Source: an optimization exercise on an open RTL-to-GDS flow (aim: small area, a short achievable clock period and few clock cycles). Production flows keep margins and buffers that such runs may drop. Function was not checked in any run shown here: the RTL went through the layout flow alone. Power is estimated from default activity; no workload was simulated.

`design/flow/config.mk`:
```
export PLATFORM = sky130hd
export DESIGN_NAME = circle
export DESIGN_NICKNAME = circle
export VERILOG_FILES = /design/flow/design.v
export SDC_FILE = /design/flow/constraint.sdc
export NUM_CORES = 4
export LEC_CHECK = 0
export ABC_AREA = 1
export CAP_MARGIN = 20
export CORE_MARGIN = 2
export CORE_UTILIZATION = 40
export CTS_BUF_LIST = sky130_fd_sc_hd__clkbuf_4 sky130_fd_sc_hd__clkbuf_8
export SETUP_SLACK_MARGIN = 2.4
export SLEW_MARGIN = 20
export TNS_END_PERCENT = 30
```
`design/flow/constraint.sdc`:
```
create_clock -name core_clock -period 5.0 [get_ports {clk}]
set_input_delay 1.0000 -clock core_clock [delete_from_list [all_inputs] [get_ports {clk}]]
set_output_delay 1.0000 -clock core_clock [all_outputs]
set_load 0.01 [all_outputs]
```
`design/flow/design.v`:
```
module circle(
     input  logic       clk,
     input  logic       rst_n,
     input  logic [2:0] colour,
     input  logic [7:0] centre_x,
     input  logic [6:0] centre_y,
     input  logic [7:0] radius,
     input  logic       start,
     output logic       done,
     output logic [7:0] vga_x,
     output logic [6:0] vga_y,
     output logic [2:0] vga_colour,
     output logic       vga_plot
     );
     logic              busy;
     logic              prime;    
     logic [7:0]        ox;
     logic signed [8:0] oy;
     logic signed [9:0] c;        
     logic [9:0]        e5;       
     logic [7:0]        rem;      
     logic [7:0]        cxr;      
     logic [6:0]        cyr;
     wire signed [9:0] cx = {2'b00, cxr};
     wire signed [9:0] cy = {3'b000, cyr};
     wire signed [9:0] sx = {2'b00, ox};
     wire signed [9:0] sy = {oy[8], oy};
     wire signed [9:0] xa = cx + sx;    
     wire signed [9:0] xb = cx - sx;    
     wire signed [9:0] xc = cx + sy;    
     wire signed [9:0] xd = cx - sy;    
     wire signed [9:0] ya = cy + sy;    
     wire signed [9:0] yb = cy - sy;    
     wire signed [9:0] yc = cy + sx;    
     wire signed [9:0] yd = cy - sx;    
     wire       dec = !c[9];             
     wire       dx  = dec;
     function automatic le(input logic [9:0] a, input logic [9:0] b);
          logic r;
          r = 1'b1;
          for (int i = 0; i < 10; i++)
               r = (!a[i] & b[i]) | (r & !(a[i] & !b[i]));
          le = r;
     endfunction
     wire vxa = dx ? le(xa, 10'd160) : le(xa, 10'd159);
     wire vxb = dx ? (le(xb, 10'd158) || xb == 10'h3ff) : le(xb, 10'd159);
     wire vxc = le(xc, 10'd158) || xc == 10'h3ff;
     wire vxd = le(xd, 10'd160) && xd != 10'd0;
     wire vya = le(ya, 10'd118) || ya == 10'h3ff;
     wire vyb = le(yb, 10'd120) && yb != 10'd0;
     wire vyc = dx ? le(yc, 10'd120) : le(yc, 10'd119);
     wire vyd = dx ? (le(yd, 10'd118) || yd == 10'h3ff) : le(yd, 10'd119);
     wire       em1 = (e5 == 10'd3);        
     wire       em2 = (e5 == 10'd1);        
     wire       eneg = e5[9] || e5 < 10'd5;   
     wire       dg  = dec ? em2 : em1;
     wire       fin = dec ? (!eneg || em1) : !eneg;
     wire [7:0] vis = { vxc & vyd, vxa & vyb, vxd & vyd, vxb & vyb,
                        vxd & vyc, vxb & vya, vxc & vyc, vxa & vya };
     wire [7:0] dup = ({8{prime}} & 8'b1101_1000) | ({8{dg}} & 8'b1010_1010);
     wire [7:0] vis_n = vis & ~dup;
     logic [7:0] sel;
     always_comb
          for (int i = 0; i < 8; i++)
               sel[i] = rem[i] && (i == 0 || (rem & ((8'd1 << i) - 8'd1)) == 8'd0);
     wire       adv = (rem & ~sel) == 8'd0;
     logic [7:0] px;
     logic [6:0] py;
     always_comb begin
          px = 8'd0;
          py = 7'd0;
          if (sel[0] | sel[6]) px = px | xa[7:0];
          if (sel[2] | sel[4]) px = px | xb[7:0];
          if (sel[1] | sel[7]) px = px | xc[7:0];
          if (sel[3] | sel[5]) px = px | xd[7:0];
          if (sel[0] | sel[2]) py = py | ya[6:0];
          if (sel[4] | sel[6]) py = py | yb[6:0];
          if (sel[1] | sel[3]) py = py | yc[6:0];
          if (sel[5] | sel[7]) py = py | yd[6:0];
     end
     wire       stp  = busy & adv;                  
     wire       load = !busy & !done & start;
     wire [9:0] c_d = c + e5;                   
     wire [9:0] o2  = {oy, 1'b1};
     wire [9:0] c_t = c ^ o2 ^ 10'd2;
     wire [9:0] c_u = {(c[8:0] & o2[8:0]) | ((c[8:0] | o2[8:0]) & 9'd2), 1'b0};
     wire [9:0] c_s = c_t + c_u;
     wire [7:0] ox_n = ox - {7'd0, stp & dec};
     wire [8:0] oy_n = oy + {8'd0, stp};
     wire [9:0] c_n  = !stp ? c : dec ? c_d : c_s;
     wire [9:0] e_s  = e5 + {7'd0, stp & dec, stp & !dec, 1'b0};
     always_ff @(posedge clk) begin
          cxr        <= centre_x;
          cyr        <= centre_y;
          vga_colour <= colour;
          vga_x      <= px;
          vga_y      <= py;
          rem        <= !busy ? 8'd0 : adv ? vis_n : rem & ~sel;
          ox         <= load ? radius : ox_n;
          oy         <= load ? 9'h1ff : oy_n;
          c          <= load ? ~{2'b00, radius} : c_n;
          e5         <= load ? 10'd3 - {1'b0, radius, 1'b0} : e_s;
          if (!rst_n) begin
               busy     <= 1'b0;
               done     <= 1'b0;
               vga_plot <= 1'b0;
          end else begin
               vga_plot <= busy & (|rem);
               if (busy) begin
                    if (adv) begin
                         prime <= 1'b0;
                         if (fin) begin
                              busy <= 1'b0;
                              done <= 1'b1;
                         end
                    end
               end else if (done) begin
                    if (!start) done <= 1'b0;
               end else if (start) begin
                    busy  <= 1'b1;
                    prime <= 1'b1;
               end
          end
     end
endmodule
```
`design/flow/flow/run.sh`:
```
#!/bin/bash
# The standard layout, with the ports buffered by a small plain buffer
# instead of the delay buffer that buffer_ports picks by default.
set -e
cp standard.sh standard_sh.txt
export BUFFER_PORTS_ARGS="-buffer_cell sky130_fd_sc_hd__buf_2"
bash standard.sh > standard.log 2>&1
```
`design/flow/standard.sh`:
```
#!/bin/bash
# synth_recipe.tcl (not shown) runs the flow's synth.tcl, then flattens the netlist and writes it again
# the make line also repeats each setting of config.mk as NAME=value (left out here)
make -C /OpenROAD-flow-scripts/flow DESIGN_CONFIG=/design/flow/config.mk WORK_HOME=/design/flow/orfs CLKGATE_MAP_FILE= SYNTH_SCRIPT=/design/flow/synth_recipe.tcl "${@:-finish}"
```
==> results of run 1 <==
[placed cells by master, fill, tap and decap left out, types with 9 or more instances in the layout]
cell	count
inv_1	163
nand3_1	104
nand4_1	24
xor2_1	28
nand2_1	253
dfxtp_1	55
nor3_1	9
nand2_2	12
ha_1	84
o21ai_0	57
a21oi_1	79
dfxtp_2	14
clkbuf_8	9
buf_2	48
nor2_1	85
edfxtp_1	11
[worst min path at each step]
stage	from	endpoint	slack, ns	cells after the start
after floorplan	rem[7]	rem[7]	0.47	2
after global placement	rem[7]	rem[7]	0.50	2
after detailed placement	rem[7]	vga_plot	0.51	2
after CTS	rem[7]	rem[7]	0.53	2
after global routing	done	done	0.57	2
final	rem[7]	vga_plot	0.53	2
[power by group through the flow]
| stage | logic [W] | registers (W) | clock network (W) |
|---|---|---|---|
| 2_1_floorplan | 0.00237 | 0.000998 | 0 |
| 3_3_place_gp | 0.00310 | 0.00109 | 0 |
| 3_5_place_dp | 0.00310 | 0.00110 | 0 |
| 4_1_cts | 0.00313 | 0.00108 | 0.000535 |
| 5_1_grt | 0.00374 | 0.00111 | 0.000558 |
| 6_report | 0.00334 | 0.00109 | 0.000517 |
[area by class of cell]
type                       instances  area share (%)
multi-input combinational        838            61.4
sequential                        81            21.3
inverter                         166            7.59
timing repair buffer              56            3.80
tap                              229            3.48
clock buffer                      10            1.60
clock inverter                     6           0.821
[cell usage after synthesis, types with 5 or more instances]
cell	count
nor2_1	91
inv_1	164
o21ai_0	59
dfxtp_1	70
clkbuf_1	16
nand2_2	6
nor3_1	11
nand2_1	260
fa_1	10
a21oi_1	81
xor2_1	30
a31oi_1	5
edfxtp_1	11
nand3b_1	8
ha_1	92
xnor2_1	8
nand3_1	105
nand4_1	24
[layer usage]
layer | share of wire (%) | up-vias | track usage [%]
li1 | - | 3713 | -
met1 | 50 | 3347 | 34.4
met2 | 41 | 267 | 33.5
met3 | 7.0 | 34 | 4.20
met4 | 1.9 | 0 | 7.11
met5 | 0 | - | 0
[registers in the layout, summed over array words and instances (netlist names)]
name,flops
done,1
e5,9
cxr,8
vga_x,8
c,10
prime,1
oy,9
rem,8
vga_y,7
cyr,7
vga_colour,3
ox,8
busy,1
vga_plot,1
[stage by stage]
step | util [%] | hold WS (ns) | instance area (um2) | setup WS [ns]
after floorplan | - | 0.469 | 7370 | 2.70
after global placement | 43.4 | 0.501 | 7820 | 2.26
after detailed placement | 43.4 | 0.514 | 7820 | 2.25
after CTS | 44.5 | 0.529 | 8030 | 2.31
after global routing | 45.7 | 0.572 | 8230 | 2.33
final | 45.7 | 0.534 | 8230 | 2.47
[worst register-to-register path, delay by kind of cell (launching register included)]
family	cells	cell delay [ns]
buffers and inverters	1	0.10
AO/OA/AOI/OAI	3	0.40
AND/OR/NAND/NOR	8	1.20
adder cells (fa/ha/maj)	2	0.36
flip-flops	1	0.35
[timing repair]
| action | 4_1_cts | 5_1_grt |
|---|---|---|
| resized for setup | 2 | 54 |
| buffers inserted | 0 | 7 |
| endpoints found under the hold margin | 0 | 0 |
| pin swaps | 0 | 8 |
| setup endpoints to repair | 10 | 29 |
[cell families after synthesis]
family          Yosys count
buf+inv                 186
compound gates          176
xor+xnor                 38
flops                    81
fa+ha+maj               102
simple gates            522
==> flow_metrics.env, run 1 <==
export IMPL_startpoint_type="flip-flop"
export IMPL_synth_distinct_cells=45
export IMPL_antenna_cells=0
export IMPL_clk_path_buf_depth=2
export IMPL_hold_path_class="flip-flop to flip-flop"
export IMPL_timing_rr_start="rem[1]"
export IMPL_pwr_share_clk_pct=10.4
export IMPL_finalSetupViolCount=0
export IMPL_syn_area_mm2=0.00737
export IMPL_synthSimpleGateAreaFrac_pct=31.0
export IMPL_dp_cells=1363
export IMPL_clk_pin_slew_ns=0.09
export IMPL_synth_edf_count=11
export IMPL_vdd_ir_drop_max_mv=0.223
export IMPL_cpMostUsedCell="nand2_2"
export IMPL_grt_overflow=0
export IMPL_track_usage_pct=23.1
export IMPL_period_share_pct=50.6
export IMPL_cts_root_buf="clkbuf_8"
export IMPL_rsz0062_at_grt="true"
export IMPL_internal_power_w=0.00228
export IMPL_dp_hpwl_mm=18.5
export IMPL_pwr_share_comb_pct=67.5
export IMPL_yosysTopAreaCellShare_pct=19.0
export IMPL_critPathKind="flip-flop to flip-flop"
export IMPL_syn2layout_area_growth_pct=11.7
export IMPL_synth_xor_area_share_pct=4.52
export IMPL_slowest_stage="dfxtp_2"
export IMPL_fp_dieH_um=140
export IMPL_cp_required_ns=5.26
export IMPL_cts_buffers=9
export IMPL_period_needed_ns=2.53
export IMPL_drc_errors=0
export IMPL_antenna_found_initial=0
export IMPL_antenna_left=0
export IMPL_status="no timing/DRC/antenna violations"
export IMPL_hold_viol_final=0
export IMPL_slew_violations=0
export IMPL_switching_power_w=0.00266
export IMPL_ioPinCount=49
export IMPL_cts_htree_levels=3
export IMPL_crit_start="rem[1]"
export IMPL_synth_fa_ha_area_share_pct=18.3
export IMPL_holdBufCountCts=0
export IMPL_multi_input_area_mm2=0.00505
export IMPL_post_synth_cell_area_avg_um2=6.67
export IMPL_die_width_um=140
export IMPL_async_reset_ff_share_pct=0
export IMPL_critPathCapture="oy[8]"
export IMPL_cp_num_buf_inv=1
export IMPL_clkLatencyLatePin_ns=0.39
export IMPL_synthCells=1105
export IMPL_core_area_mm2=0.0180
export IMPL_max_cap_violations=0
export IMPL_finClkSkew_ns=0.0182
export IMPL_reg2reg_depth=14
export IMPL_slew_headroom_pct=48.5
export IMPL_cp_max_fo=6
export IMPL_synth_top_flop_cell="dfxtp_1"
export IMPL_seqPwrFrac_pct=22.1
export IMPL_ys_seq_elements=81
export IMPL_drtIter0Drc=763
export IMPL_tritoncts="built"
export IMPL_viasPerCell=5.31
export IMPL_rows=49
export IMPL_power_w=0.00495
export IMPL_dr_pass1_iters=5
export IMPL_ys_seq_area_share_pct=23.5
export IMPL_drive_above_1_share_pct=11.9
export IMPL_fmax_mhz=395
export IMPL_synth_area_leader_cell="dfxtp_1"
export IMPL_grt_pass1_wl_mm=35.4
export IMPL_routabilityCongestion=0.953
export IMPL_syn_nets=1236
export IMPL_cts_sinks=81
export IMPL_power_leakage_nw=4.25
export IMPL_seqCellArea_mm2=0.00175
export IMPL_cp_end_kind="flip-flop"
export IMPL_timing_setup_tns_ns=0
export IMPL_p_sw_share_pct=53.8
export IMPL_r2r_end="oy[8]"
export IMPL_slowest_delay_ns=0.35
export IMPL_r2r_slack_ns=2.47
export IMPL_filler_cell_count=1933
export IMPL_wl_per_cell_um=16.4
export IMPL_yosys_warnings=1
export IMPL_num_vias=7361
export IMPL_tightest_slew_ns=0.764
export IMPL_initial_core_util_pct=40.9
export IMPL_synth_top_family_by_area="simple AND/OR/NAND/NOR gates"
export IMPL_wl_mm=22.7
export IMPL_synthTopCellsByArea="dfxtp_1, ha_1, nand2_1, inv_1, nand3_1"
export IMPL_grt_pass1_vias=6553
export IMPL_crit_chain="nor2_4, nand2_2, o21ai_2, nand2_2, nor3_4, nand2_2, inv_1, ha_1, ha_1, nand2_2, nor3_4, nand3_2, a21oi_2, o21ai_0"
export IMPL_grt_max_degree=43
export IMPL_cp_depth=14
export IMPL_nets=1283
export IMPL_synth_mux_area_share_pct=0
export IMPL_critPathTopFamily="simple AND/OR/NAND/NOR gates"
export IMPL_port_buffers=48
export IMPL_powerDensity_mw_per_mm2=601
export IMPL_dieArea_mm2=0.0195
export IMPL_cp_data_arrival_time_ns=2.79
export IMPL_synth_compound_area_share_pct=13.1
export IMPL_stdcell_count=1386
==> run 2: changes to the inputs <==
--- a/design/flow/config.mk
+++ b/design/flow/config.mk
@@ -14,2 +14 @@
 export SLEW_MARGIN = 20
-export TNS_END_PERCENT = 30
==> run 2 against run 1 <==
  * Worst hold slack lost 0.0025 ns
  * Power grew 0.11%
  * Maximum frequency grew 0.35%
  * Critical endpoint unchanged
==> flow_metrics.env, run 2 <==
export IMPL_routabilityCongestion=0.953
export IMPL_powerDensity_mw_per_mm2=600
export IMPL_hp_start="ox[3]"
export IMPL_syn_nets=1236
export IMPL_fmax_mhz=397
export IMPL_fp_dieH_um=140
export IMPL_grt_pass1_wl_mm=35.4
export IMPL_final_common_cell="nand2_1"
export IMPL_internal_power_w=0.00229
export IMPL_tightest_slew_ns=0.760
export IMPL_pwr_share_clk_pct=10.4
export IMPL_synth_xor_area_share_pct=4.52
export IMPL_nets=1283
export IMPL_period_share_pct=50.4
export IMPL_initial_core_util_pct=40.9
export IMPL_ys_seq_elements=81
export IMPL_hold_path_depth=2
export IMPL_synthTopCellsByArea="dfxtp_1, ha_1, nand2_1, inv_1, nand3_1"
export IMPL_cts_htree_levels=3
export IMPL_reg_top3="c x10, e5 x9, oy x9"
export IMPL_port_buffers=48
export IMPL_ioPinCount=49
export IMPL_synth_top_family_by_area="simple AND/OR/NAND/NOR gates"
export IMPL_yosysTopAreaCellShare_pct=19.0
export IMPL_slew_violations=0
export IMPL_timing_setup_tns_ns=0
export IMPL_wl_per_cell_um=16.3
export IMPL_hold_viol_final=0
export IMPL_post_synth_cell_area_avg_um2=6.67
export IMPL_cp_max_fo=6
export IMPL_synth_compound_area_share_pct=13.1
export IMPL_yosys_warnings=1
export IMPL_num_vias=7363
export IMPL_drive_above_1_share_pct=12.2
export IMPL_viasPerCell=5.31
export IMPL_reg2reg_depth=14
export IMPL_p_sw_share_pct=53.7
export IMPL_largest_reg_flops=10
export IMPL_antenna_found_initial=0
export IMPL_timing_rr_start="rem[1]"
export IMPL_cts_root_buf="clkbuf_8"
export IMPL_die_width_um=140
export IMPL_synth_most_common_cell="nand2_1"
export IMPL_antenna_left=0
export IMPL_syn2layout_area_growth_pct=12.0
export IMPL_drc_errors=0
export IMPL_switching_power_w=0.00266
export IMPL_grt_pass1_vias=6553
export IMPL_core_area_mm2=0.0180
export IMPL_track_usage_pct=23.1
export IMPL_finClkSkew_ns=0.0181
export IMPL_cp_end_kind="flip-flop"
export IMPL_cp_data_arrival_time_ns=2.78
export IMPL_synth_distinct_cells=45
export IMPL_dr_pass1_iters=7
export IMPL_largest_register="c"
export IMPL_startpoint_type="flip-flop"
export IMPL_cp_required_ns=5.26
export IMPL_finalSetupViolCount=0
export IMPL_tritoncts="built"
export IMPL_synth_edf_count=11
export IMPL_wl_mm=22.6
export IMPL_antenna_cells=0
export IMPL_cts_sinks=81
export IMPL_syn_area_mm2=0.00737
export IMPL_final_cell_mix="nand2_1, inv_1, nand3_1, nor2_1, ha_1"
export IMPL_async_reset_ff_share_pct=0
export IMPL_status="no timing/DRC/antenna violations"
export IMPL_rsz0062_at_grt="true"
export IMPL_ys_seq_area_share_pct=23.5
export IMPL_synth_commonest_cells="nand2_1, inv_1, nand3_1, ha_1, nor2_1"
export IMPL_vdd_ir_drop_max_mv=0.224
export IMPL_period_needed_ns=2.52
export IMPL_pwr_share_comb_pct=67.5
export IMPL_max_cap_violations=0
export IMPL_synthSimpleGateAreaFrac_pct=31.0
export IMPL_clkLatencyLatePin_ns=0.39
export IMPL_power_leakage_nw=4.25
export IMPL_synthCells=1105
export IMPL_drtIter0Drc=672
export IMPL_synth_mux_area_share_pct=0
export IMPL_crit_start="rem[1]"
export IMPL_filler_cell_count=1929
export IMPL_clk_path_buf_depth=2
export IMPL_grt_max_degree=43
export IMPL_clk_pin_slew_ns=0.09
export IMPL_rows=49
export IMPL_setup_slack_ns=2.48
export IMPL_synth_area_leader_cell="dfxtp_1"
export IMPL_dp_hpwl_mm=18.5
export IMPL_hold_path_class="flip-flop to flip-flop"
export IMPL_seqPwrFrac_pct=22.1
export IMPL_cts_buffers=9
export IMPL_synth_top_flop_cell="dfxtp_1"
export IMPL_slew_headroom_pct=48.8
export IMPL_dieArea_mm2=0.0195
export IMPL_critPathKind="flip-flop to flip-flop"
export IMPL_grt_overflow=0
export IMPL_synth_fa_ha_area_share_pct=18.3
export IMPL_place_ws_ns=2.25
## run 2: cell count changes in the layout (fill, tap and decap cells not counted)
cell	previous run	this run
dfxtp_1	55	54
ha_1	84	83
ha_4	0	1
xnor2_1	8	7
dfxtp_2	14	15
xnor2_2	0	1
## run 2: power by group through the flow
stage | combinational (W) | clock (W) | sequential [W]
2_1_floorplan | 0.00237 | 0 | 0.000998
5_1_grt | 0.00375 | 0.000558 | 0.00111
6_report | 0.00334 | 0.000517 | 0.00110
4_1_cts | 0.00313 | 0.000535 | 0.00108
3_5_place_dp | 0.00310 | 0 | 0.00110
3_3_place_gp | 0.00310 | 0 | 0.00109
## run 2: timing repair
item | in CTS | in global routing
pin swaps | 0 | 8
setup buffers | 0 | 7
resized for setup | 4 | 56
endpoints found under the hold margin | 0 | 0
hold buffers | 0 | 0
endpoints found under the setup margin | 10 | 26
## run 2: metrics by stage
step | utilization [%] | hold slack, ns | instances | cell area, um2 | power, W
final | 45.8 | 0.531 | 1386 | 8250 | 0.00495
after global routing | 45.8 | 0.572 | 1386 | 8250 | 0.00542
after CTS | 44.5 | 0.529 | 1379 | 8030 | 0.00475
after detailed placement | 43.4 | 0.514 | 1363 | 7820 | 0.00420
after global placement | 43.4 | 0.501 | 1363 | 7820 | 0.00420
after floorplan | - | 0.469 | 1105 | 7370 | 0.00337
## run 2: final timing paths
check                to  slack, ns
setup / recovery  oy[8]       2.48
hold / removal    ox[3]       0.53
setup reg to reg  oy[8]       2.48
hold reg to reg   ox[3]       0.53
## run 2: cells by family (layout without fill, tap and decap cells)
| group | after synthesis | after routing |
|---|---|---|
| AOI/OAI and AO/OA | 176 | 176 |
| xor gates and xnor gates | 38 | 38 |
| adders and majority gates | 102 | 102 |
| buffers and inverters | 186 | 238 |
| DFF | 81 | 81 |
| and+or+nand+nor | 522 | 522 |
## run 2: per-layer routing
layer | up-vias | wire length, um | global-route usage, %
met5 | - | 0 | 0
met4 | 0 | 480 | 7.11
met3 | 37 | 1580 | 4.20
met2 | 272 | 9330 | 33.5
met1 | 3338 | 11200 | 34.4
li1 | 3716 | - | -
## run 2: layout make-up
| type | instances | area [um2] | share of cell area [%] |
|---|---|---|---|
| multi-input combinational | 838 | 5070 | 61.5 |
| sequential | 81 | 1750 | 21.3 |
| inverter | 166 | 624 | 7.57 |
| timing repair buffer | 56 | 313 | 3.79 |
| tap | 229 | 287 | 3.47 |
| clock buffer | 10 | 131 | 1.59 |
| clock inverter | 6 | 67.6 | 0.819 |
## run 2: worst max-delay path, cell delays in order, from the launching register on
cell	delay, ns
dfxtp_2	0.35
nor2_4	0.18
nand2_2	0.11
o21ai_2	0.20
nand2_2	0.12
nor3_4	0.28
nand2_2	0.12
inv_1	0.10
ha_1	0.17
ha_1	0.18
nand2_2	0.11
nor3_4	0.16
nand3_2	0.10
a21oi_2	0.11
o21ai_0	0.09
==> run 3: changes to the inputs <==
--- a/design/flow/config.mk
+++ b/design/flow/config.mk
@@ -12,3 +12,5 @@
 export CTS_BUF_LIST = sky130_fd_sc_hd__clkbuf_4 sky130_fd_sc_hd__clkbuf_8
+export GPL_ROUTABILITY_DRIVEN = 0
 export SETUP_SLACK_MARGIN = 2.4
 export SLEW_MARGIN = 20
+export TNS_END_PERCENT = 30
==> run 3 against run 2 <==
  * Maximum frequency increased by 1.2%
  * Sequential power barely moved
  * Still clean on timing, DRC and antenna
  * Setup slack better by 0.029 ns
  * First-iteration DRC count increased by 9.8%
==> flow_metrics.env, run 3 <==
export IMPL_status="no timing/DRC/antenna violations"
export IMPL_grt_pass1_wl_mm=35.3
export IMPL_max_cap_violations=0
export IMPL_crit_start="oy[3]"
export IMPL_antenna_left=0
export IMPL_clk_path_buf_depth=2
export IMPL_rsz0062_at_grt="true"
export IMPL_syn2layout_area_growth_pct=12.0
export IMPL_syn_nets=1236
export IMPL_grt_overflow=0
export IMPL_synth_most_common_cell="nand2_1"
export IMPL_track_usage_pct=22.8
export IMPL_antenna_found_initial=0
export IMPL_drive_above_1_share_pct=11.7
export IMPL_die_width_um=140
export IMPL_p_sw_share_pct=53.1
export IMPL_synth_area_leader_cell="dfxtp_1"
export IMPL_initial_core_util_pct=40.9
export IMPL_port_buffers=48
export IMPL_vdd_ir_drop_max_mv=0.209
export IMPL_cts_root_buf="clkbuf_8"
export IMPL_critPathKind="flip-flop to flip-flop"
export IMPL_hold_path_class="flip-flop to flip-flop"
export IMPL_drtIter0Drc=738
export IMPL_synth_top_flop_cell="dfxtp_1"
export IMPL_num_vias=7362
export IMPL_ys_seq_elements=81
export IMPL_cts_sinks=81
export IMPL_hold_viol_final=0
export IMPL_timing_rr_start="oy[3]"
export IMPL_cp_required_ns=5.31
export IMPL_yosysTopAreaCellShare_pct=19.0
export IMPL_drc_errors=0
export IMPL_clk_pin_slew_ns=0.10
export IMPL_viasPerCell=5.31
export IMPL_fin_util_pct=45.8
export IMPL_critPathCapture="rem[2]"
export IMPL_largest_reg_flops=10
export IMPL_reg2reg_depth=14
export IMPL_place_area_mm2=0.00782
export IMPL_synth_edf_count=11
export IMPL_period_needed_ns=2.49
export IMPL_r2r_slack_ns=2.51
export IMPL_fmax_mhz=401
export IMPL_post_synth_cell_area_avg_um2=6.67
export IMPL_wl_mm=22.2
export IMPL_dieArea_mm2=0.0195
export IMPL_nets=1283
export IMPL_seqPwrFrac_pct=22.0
export IMPL_pwr_share_clk_pct=11.7
export IMPL_startpoint_type="flip-flop"
export IMPL_internal_power_w=0.00233
export IMPL_design_area_mm2=0.00825
export IMPL_core_area_mm2=0.0180
export IMPL_synthTopCellsByArea="dfxtp_1, ha_1, nand2_1, inv_1, nand3_1"
export IMPL_holdBufCountCts=0
export IMPL_cp_max_fo=7
export IMPL_cp_data_arrival_time_ns=2.81
export IMPL_async_reset_ff_share_pct=0
export IMPL_final_cell_mix="nand2_1, inv_1, nand3_1, nor2_1, ha_1"
export IMPL_fp_dieH_um=140
export IMPL_yosys_warnings=1
export IMPL_r2r_end="rem[2]"
export IMPL_antenna_cells=0
export IMPL_slew_violations=0
export IMPL_reg_top3="c x10, e5 x9, oy x9"
export IMPL_timing_setup_tns_ns=0
export IMPL_wl_per_cell_um=16.0
export IMPL_finClkSkew_ns=0.0142
export IMPL_ys_seq_area_share_pct=23.5
export IMPL_largest_register="c"
export IMPL_tritoncts="built"
export IMPL_ioPinCount=49
export IMPL_synthCells=1105
export IMPL_clkLatencyLatePin_ns=0.39
export IMPL_cp_end_kind="flip-flop"
export IMPL_dp_hpwl_mm=18.0
export IMPL_tightest_slew_ns=0.693
export IMPL_switching_power_w=0.00264
export IMPL_final_common_cell="nand2_1"
export IMPL_slew_headroom_pct=53.3
export IMPL_synth_commonest_cells="nand2_1, inv_1, nand3_1, ha_1, nor2_1"
export IMPL_synth_distinct_cells=45
export IMPL_cts_htree_levels=3
export IMPL_rows=49
export IMPL_finalSetupViolCount=0
export IMPL_cts_buffers=9
export IMPL_pwr_share_comb_pct=66.4
export IMPL_dr_pass1_iters=6
export IMPL_grt_max_degree=43
export IMPL_grt_pass1_vias=6632
export IMPL_powerDensity_mw_per_mm2=602
export IMPL_period_share_pct=49.8
export IMPL_power_leakage_nw=4.25
export IMPL_syn_area_mm2=0.00737
run 3: cell count changes in the layout (fill, tap and decap cells not counted), moves of 2 or more:
cell,change
clkinvlp_4,-2
nor2_2,-2
dfxtp_2,-3
dfxtp_4,+2
nor2_1,+3
run 3: layer usage:
layer / share of wire [%] / up-vias / track usage (%)
met5: 0 / - / 0
met4: 2.9 / 0 / 8.42
met3: 7.3 / 47 / 3.48
met2: 40 / 275 / 32.6
met1: 50 / 3321 / 34.2
li1: - / 3719 / -
run 3: worst min-delay path by stage:
stage	end	depth (start not counted)	startpoint	slack (ns)
6_report	vga_plot	2	rem[7]	0.52
5_1_grt	rem[7]	2	rem[7]	0.54
4_1_cts	rem[7]	2	rem[7]	0.52
3_5_place_dp	rem[7]	2	rem[7]	0.50
3_3_place_gp	rem[7]	2	rem[7]	0.50
2_1_floorplan	rem[7]	2	rem[7]	0.47
run 3: worst max-delay path, cell delays in order (launching register included):
cell	delay, ns
dfxtp_2	0.44
inv_1	0.12
ha_1	0.43
inv_1	0.14
nand2_1	0.11
nand2_1	0.06
a21oi_1	0.15
nand2_1	0.11
xor2_2	0.26
inv_1	0.07
nor2_1	0.11
nand3_1	0.07
nand2_1	0.14
nand2_1	0.10
a21oi_1	0.12
run 3: power groups by stage:
stage          sequential [W]  clock (W)  combinational (W)
6_report              0.00109   0.000579            0.00329
5_1_grt               0.00111   0.000614            0.00375
4_1_cts               0.00108   0.000592            0.00312
2_1_floorplan        0.000998          0            0.00237
3_5_place_dp          0.00110          0            0.00310
3_3_place_gp          0.00110          0            0.00310
run 3: metrics by stage:
stage	setup WS [ns]	power, W	hold slack (ns)	std cells
CTS	2.34	0.00480	0.518	1380
global placement	2.12	0.00420	0.503	1363
global route	2.29	0.00548	0.537	1386
finish	2.51	0.00496	0.523	1386
floorplan	2.70	0.00337	0.469	1105
detailed placement	2.16	0.00420	0.504	1363
run 3: area by class of cell:
class                   instances  area (um2)
clock inverters                 6        91.3
well taps                     229         287
repair buffers                 56         300
flip-flops and latches         81        1760
fillers                      1911        9780
clock buffers                  10         131
inverters                     166         624
multi-input cells             838        5060
run 3: cell families (layout without fill, tap and decap cells):
family                   after synthesis  count (layout)  synth area share [%]
buffers and inverters                186             238                  9.55
flip-flops                            81              81                  23.5
AO/OA/AOI/OAI                        176             176                  13.1
adder cells (fa/ha/maj)              102             102                  18.3
XOR/XNOR                              38              38                  4.52
AND/OR/NAND/NOR                      522             522                  31.0
run 3: repair_timing:
item | in CTS | in global routing
pin swaps | 2 | 9
buffers inserted | 1 | 6
endpoints found under the hold margin | 0 | 0
gates resized for setup | 3 | 53
endpoints found under the setup margin | 15 | 27
==> run 4: changes to the inputs <==
==> design/flow/design.v (replaced) <==
module circle(
     input  logic       clk,
     input  logic       rst_n,
     input  logic [2:0] colour,
     input  logic [7:0] centre_x,
     input  logic [6:0] centre_y,
     input  logic [7:0] radius,
     input  logic       start,
     output logic       done,
     output logic [7:0] vga_x,
     output logic [6:0] vga_y,
     output logic [2:0] vga_colour,
     output logic       vga_plot
     );
     logic              busy;
     logic              prime;    
     logic              pass;
     logic [7:0]        ox, oy;
     logic signed [9:0] c;        
     logic signed [8:0] e;        
     logic [3:0]        rem;      
     logic [7:0]        cxr;      
     logic [6:0]        cyr;
     function automatic le(input logic [9:0] a, input logic [9:0] b);
          logic r;
          r = 1'b1;
          for (int i = 0; i < 10; i++)
               if (i == 9) r = (a[i] & !b[i]) | (r & !(!a[i] & b[i]));
               else        r = (!a[i] & b[i]) | (r & !(a[i] & !b[i]));
          le = r;
     endfunction
     wire [7:0] a = pass ? oy : ox;
     wire [7:0] b = pass ? ox : oy;
     wire signed [9:0] cx = {2'b00, cxr};
     wire signed [9:0] cy = {3'b000, cyr};
     wire signed [9:0] xp = cx + {2'b00, a};
     wire signed [9:0] xm = cx - {2'b00, a};
     wire signed [9:0] yp = cy + {2'b00, b};
     wire signed [9:0] ym = cy - {2'b00, b};
     wire       dec = !c[9];             
     wire       dx  = dec & !prime;
     wire       dy  = !prime;
     wire       ainc = pass & dy;        
     wire       adec = !pass & dx;       
     wire       binc = !pass & dy;
     wire       bdec = pass & dx;
     wire vxp = ainc ? le(xp, 10'd158) : adec ? le(xp, 10'd160) : le(xp, 10'd159);
     wire vxm = ainc ? (le(10'd1, xm) && le(xm, 10'd160)) :
                adec ? (le(-10'd1, xm) && le(xm, 10'd158)) : (!xm[9] && le(xm, 10'd159));
     wire vyp = binc ? le(yp, 10'd118) : bdec ? le(yp, 10'd120) : le(yp, 10'd119);
     wire vym = binc ? (le(10'd1, ym) && le(ym, 10'd120)) :
                bdec ? (le(-10'd1, ym) && le(ym, 10'd118)) : (!ym[9] && le(ym, 10'd119));
     wire signed [8:0] e_n = prime ? e : e + (dec ? 9'sd2 : 9'sd1);
     wire       dg  = (e_n == 9'sd0);       
     wire       gone = pass ? (!vxp && (ainc ? le(xm, 10'd0) : xm[9]))
                            : (!vyp && (binc ? le(ym, 10'd0) : ym[9]));
     wire       last = (!e_n[8] && !dg) || gone;    
     wire [3:0] vis = { vxp & vym, vxm & vym, vxm & vyp, vxp & vyp };
     wire [3:0] dup = ({4{prime & !pass}} & 4'b1100) | ({4{prime & pass}} & 4'b0110) |
                      ({4{dg & pass}} & 4'b1111);
     wire [3:0] vis_n = vis & ~dup;
     wire [3:0] sel = rem & (~rem + 4'd1);
     wire       adv = (rem & (rem - 4'd1)) == 4'd0;
     wire [7:0] px = (sel[0] | sel[3]) ? xp[7:0] : xm[7:0];
     wire [6:0] py = (sel[0] | sel[1]) ? yp[6:0] : ym[6:0];
     wire [9:0] cinc = dec ? ({e, 1'b0} + 10'sd5) : ({1'b0, oy, 1'b0} + 10'sd3);
     always_ff @(posedge clk) begin
          cxr        <= centre_x;
          cyr        <= centre_y;
          vga_colour <= colour;
          vga_x      <= px;
          vga_y      <= py;
          rem        <= (!busy || (adv && last)) ? 4'd0 : adv ? vis_n : rem & ~sel;
          if (!rst_n) begin
               busy     <= 1'b0;
               done     <= 1'b0;
               vga_plot <= 1'b0;
          end else begin
               vga_plot <= busy & (|rem);
               if (busy) begin
                    if (adv) begin
                         prime <= 1'b0;
                         if (last) begin
                              if (pass) begin
                                   busy <= 1'b0;
                                   done <= 1'b1;
                              end else begin
                                   pass  <= 1'b1;
                                   prime <= 1'b1;
                                   ox    <= radius;
                                   oy    <= 8'd0;
                                   c     <= 10'd0 - {2'b00, radius};
                                   e     <= 9'd0 - {1'b0, radius};
                              end
                         end else if (!prime) begin
                              oy <= oy + 8'd1;
                              if (dec) ox <= ox - 8'd1;
                              c  <= c + cinc;
                              e  <= e_n;
                         end
                    end
               end else if (done) begin
                    if (!start) done <= 1'b0;
               end else if (start) begin
                    busy  <= 1'b1;
                    prime <= 1'b1;
                    pass  <= 1'b0;
                    ox    <= radius;
                    oy    <= 8'd0;
                    c     <= 10'd0 - {2'b00, radius};
                    e     <= 9'd0 - {1'b0, radius};
               end
          end
     end
endmodule
==> design/flow/run.sh (new file) <==
#!/bin/bash
# synth_recipe.tcl (not shown) runs the flow's synth.tcl, then flattens the netlist and writes it again
# the make line also repeats each setting of config.mk as NAME=value (left out here)
make -C /OpenROAD-flow-scripts/flow DESIGN_CONFIG=/design/flow/config.mk WORK_HOME=/design/flow/orfs CLKGATE_MAP_FILE= SYNTH_SCRIPT=/design/flow/synth_recipe.tcl finish
==> design/flow/config.mk (replaced) <==
export PLATFORM = sky130hd
export DESIGN_NAME = circle
export DESIGN_NICKNAME = circle
export VERILOG_FILES = /design/flow/design.v
export SDC_FILE = /design/flow/constraint.sdc
export NUM_CORES = 4
export LEC_CHECK = 0
export CAP_MARGIN = 20
export CORE_MARGIN = 2
export CORE_UTILIZATION = 40
export SETUP_SLACK_MARGIN = 2.0
export SLEW_MARGIN = 20
removed: design/flow/flow/run.sh
removed: design/flow/standard.sh
==> run 4 against run 3 <==
  * Critical path type unchanged
  * Cell area is 5.6% lower
  * Clock skew is 0.0032 ns lower
  * Still clean on timing, DRC and antenna
  * Largest power group unchanged
  * Sequential share of layout area is 3.2 points higher
  * Via count is 30% lower
  * Critical endpoint is now c[9]
  * Worst hold slack worse by 0.031 ns
  * Power is 43% lower
  * Utilization is 10 points higher
  * Critical path depth is 3 higher
  * Die area is 21% lower
  * Clock power is 7.4% higher
  * Sequential power is 22% lower
==> flow_metrics.env, run 4 <==
export IMPL_reg_top3="c x10, e x9"
export IMPL_timing_rr_start="pass"
export IMPL_wl_mm=16.1
export IMPL_synth_compound_area_share_pct=18.4
export IMPL_grt_max_degree=16
export IMPL_timing_setup_tns_ns=0
export IMPL_synth_top_flop_cell="dfxtp_1"
export IMPL_slowest_delay_ns=0.43
export IMPL_yosys_warnings=1
export IMPL_synth_fa_ha_area_share_pct=11.9
export IMPL_clk_path_buf_depth=2
export IMPL_async_reset_ff_share_pct=0
export IMPL_period_share_pct=75.9
export IMPL_synthCells=632
export IMPL_fp_dieH_um=124
export IMPL_synth_top_family_by_area="compound AO/OA/AOI/OAI gates"
export IMPL_largest_register="c"
export IMPL_status="no timing/DRC/antenna violations"
export IMPL_drtIter0Drc=433
export IMPL_syn_nets=711
export IMPL_yosysTopAreaCellShare_pct=19.4
export IMPL_ioPinCount=49
export IMPL_antenna_left=0
export IMPL_cp_required_ns=5.09
export IMPL_grt_overflow=0
export IMPL_startpoint_type="flip-flop"
export IMPL_power_leakage_nw=3.04
export IMPL_synth_distinct_cells=72
export IMPL_synth_edf_count=37
export IMPL_dp_hpwl_mm=10.8
export IMPL_max_cap_violations=0
export IMPL_synth_mux_area_share_pct=4.25
export IMPL_slowest_stage="edfxtp_1"
export IMPL_grt_pass1_vias=4955
export IMPL_fin_util_pct=55.9
export IMPL_internal_power_w=0.00178
export IMPL_dp_cells=838
export IMPL_num_vias=5132
export IMPL_cts_root_buf="clkbuf_16"
export IMPL_syn_area_mm2=0.00574
export IMPL_seqPwrFrac_pct=30.0
export IMPL_tritoncts="built"
export IMPL_synthSimpleGateAreaFrac_pct=17.4
export IMPL_ys_seq_elements=77
export IMPL_period_needed_ns=3.79
export IMPL_whs_ns=0.492
export IMPL_hold_path_end="done"
export IMPL_fmax_mhz=264
export IMPL_antenna_cells=0
export IMPL_pwr_share_comb_pct=48.0
export IMPL_core_area_mm2=0.0139
export IMPL_wl_per_cell_um=18.0
export IMPL_grt_pass1_wl_mm=25.2
export IMPL_tightest_slew_ns=1.03
export IMPL_synth_commonest_cells="nand2_1, nor2_1, ha_1, inv_1, dfxtp_1"
export IMPL_cp_data_arrival_time_ns=3.88
export IMPL_r2r_end="c[9]"
export IMPL_cts_htree_levels=3
export IMPL_largest_reg_flops=10
export IMPL_initial_core_util_pct=41.2
export IMPL_viasPerCell=5.73
export IMPL_vdd_ir_drop_max_mv=0.276
export IMPL_synth_area_leader_cell="edfxtp_1"
export IMPL_rsz0062_at_grt="true"
export IMPL_switching_power_w=0.00106
export IMPL_drc_errors=0
export IMPL_hold_viol_final=0
export IMPL_antenna_found_initial=0
export IMPL_clk_pin_slew_ns=0.06
export IMPL_routabilityCongestion=0.883
export IMPL_drive_above_1_share_pct=24.9
export IMPL_cp_end_kind="flip-flop"
export IMPL_final_common_cell="clkdlybuf4s50_1"
export IMPL_final_cell_mix="clkdlybuf4s50_1, inv_1, nor2_1, dfxtp_1"
export IMPL_pwr_share_clk_pct=21.9
export IMPL_clkLatencyLatePin_ns=0.35
export IMPL_die_width_um=124
export IMPL_nets=790
export IMPL_dieArea_mm2=0.0153
export IMPL_finalSetupViolCount=0
export IMPL_port_buffers=48
export IMPL_track_usage_pct=21.7
export IMPL_syn2layout_area_growth_pct=35.7
export IMPL_p_sw_share_pct=37.4
export IMPL_synthTopCellsByArea="edfxtp_1, dfxtp_1, ha_1, xnor2_1, xor2_1"
export IMPL_ys_seq_area_share_pct=33.3
export IMPL_cp_max_fo=7
export IMPL_hold_path_class="flip-flop to flip-flop"
export IMPL_dr_pass1_iters=5
export IMPL_slew_violations=0
export IMPL_post_synth_cell_area_avg_um2=9.08
export IMPL_slew_headroom_pct=31.5
export IMPL_synth_xor_area_share_pct=9.16
export IMPL_r2r_slack_ns=1.21
export IMPL_powerDensity_mw_per_mm2=365
export IMPL_cts_buffers=9
export IMPL_rows=43
export IMPL_hp_start="done"
export IMPL_stdcell_count=895
export IMPL_crit_chain="buf_6, mux2_4, ha_4, inv_2, fa_2, nor2_4, o311ai_4, buf_4, mux2_4, nor4_4, a311o_1, a211oi_2, a21bo_4, buf_12, buf_16, nor2_4, a21oi_2"
export IMPL_reg2reg_depth=17
export IMPL_hold_path_depth=2
export IMPL_critPathKind="flip-flop to flip-flop"
export IMPL_finClkSkew_ns=0.0110
export IMPL_cts_sinks=77
==> run 4: how the worst max path moves through the flow <==
stage	slack, ns	startpoint	endpoint	cells past startpoint
after global placement	0.67	pass	e[3]	13
after global routing	1.12	pass	c[9]	17
after CTS	1.27	pass	e[1]	14
after detailed placement	0.61	pass	e[2]	12
final	1.21	pass	c[9]	17
after floorplan	1.41	pass	c[0]	14
==> run 4: stage by stage <==
stage / instance area [um2] / setup WS, ns / total power, W
finish: 7790 / 1.21 / 0.00284
global route: 7790 / 1.12 / 0.00300
CTS: 7440 / 1.27 / 0.00273
detailed placement: 6400 / 0.609 / 0.00187
global placement: 6400 / 0.674 / 0.00186
floorplan: 5870 / 1.41 / 0.00159
==> run 4: power by group through the flow <==
stage / logic [W] / registers [W] / clock network, W
6_report: 0.00136 / 0.000853 / 0.000622
5_1_grt: 0.00147 / 0.000863 / 0.000669
4_1_cts: 0.00124 / 0.000849 / 0.000636
3_5_place_dp: 0.00101 / 0.000863 / 0
3_3_place_gp: 0.000998 / 0.000862 / 0
2_1_floorplan: 0.000727 / 0.000861 / 0
==> run 4: layer usage <==
metal,vias up,routed length [um],global-route usage (%)
met1,2491,7350,28.8
met4,0,363,7.17
met3,34,856,5.40
li1,2436,-,-
met5,-,0,0
met2,171,7580,34.7
==> run 4: cell families (layout without fill, tap and decap cells) <==
family | after synthesis | after routing
AOI/OAI and AO/OA | 153 | 156
xor gates and xnor gates | 60 | 60
adders and majority gates | 51 | 51
buffers and inverters | 68 | 148
DFF | 77 | 77
muxes | 24 | 24
and+or+nand+nor | 199 | 199
==> run 4: critical path, delay by kind of cell, from the launching register on <==
family / cells / cell delay (ns)
muxes: 2 / 0.44
and+or+nand+nor: 3 / 0.32
DFF: 1 / 0.43
adders and majority gates: 2 / 0.56
buffers and inverters: 5 / 0.67
AOI/OAI and AO/OA: 5 / 1.11
==> run 4: timing repair <==
action / 4_1_cts / 5_1_grt
endpoints found under the setup margin: 80 / 78
resized for setup: 92 / 62
cloned: 9 / 0
pin swaps: 33 / 21
hold endpoints to repair: 0 / 0
setup buffers: 27 / 6
hold buffers: 0 / 0
==> run 4: area by class of cell <==
cell class / count / area (um2)
clock buffers: 10 / 239
clock inverters: 5 / 36.3
fillers: 1156 / 6150
inverters: 44 / 165
multi-input cells: 490 / 4240
flip-flops and latches: 77 / 1910
well taps: 180 / 225
repair buffers: 89 / 971

[static timing again, ports no longer ideal]
The flow's constraints put no driver on any port. The routed layouts listed below were extracted and timed again, unchanged, in two steps. Step 1 sets driving cells, clkbuf_16 on the clock port and buf_2 on the other inputs (assumed; they add their load-dependent delay and slew). Step 2 times the ports against the registers' clock, not the clock port: input delays grow and output delays shrink by t, the midpoint of the rising clock arrivals with the driver on. a / b / c = ideal ports / drivers / drivers and shift; a / b = the first two.
run | t, ns | setup slack, ns | worst setup path after step 2 | latest minus earliest clock arrival (ns) | cell pins on the clock port's net
run 1 | 0.426 | 2.471 / 2.471 / 2.471 | register to register | 0.021 / 0.021 | 1
run 2 | 0.428 | 2.479 / 2.479 / 2.479 | register to register | 0.021 / 0.021 | 1
run 3 | 0.419 | 2.508 / 2.508 / 2.508 | register to register | 0.015 / 0.014 | 1
run 4 | 0.385 | 1.206 / 1.206 / 1.206 | register to register | 0.011 / 0.012 | 1
After both steps every run listed still meets setup and hold.
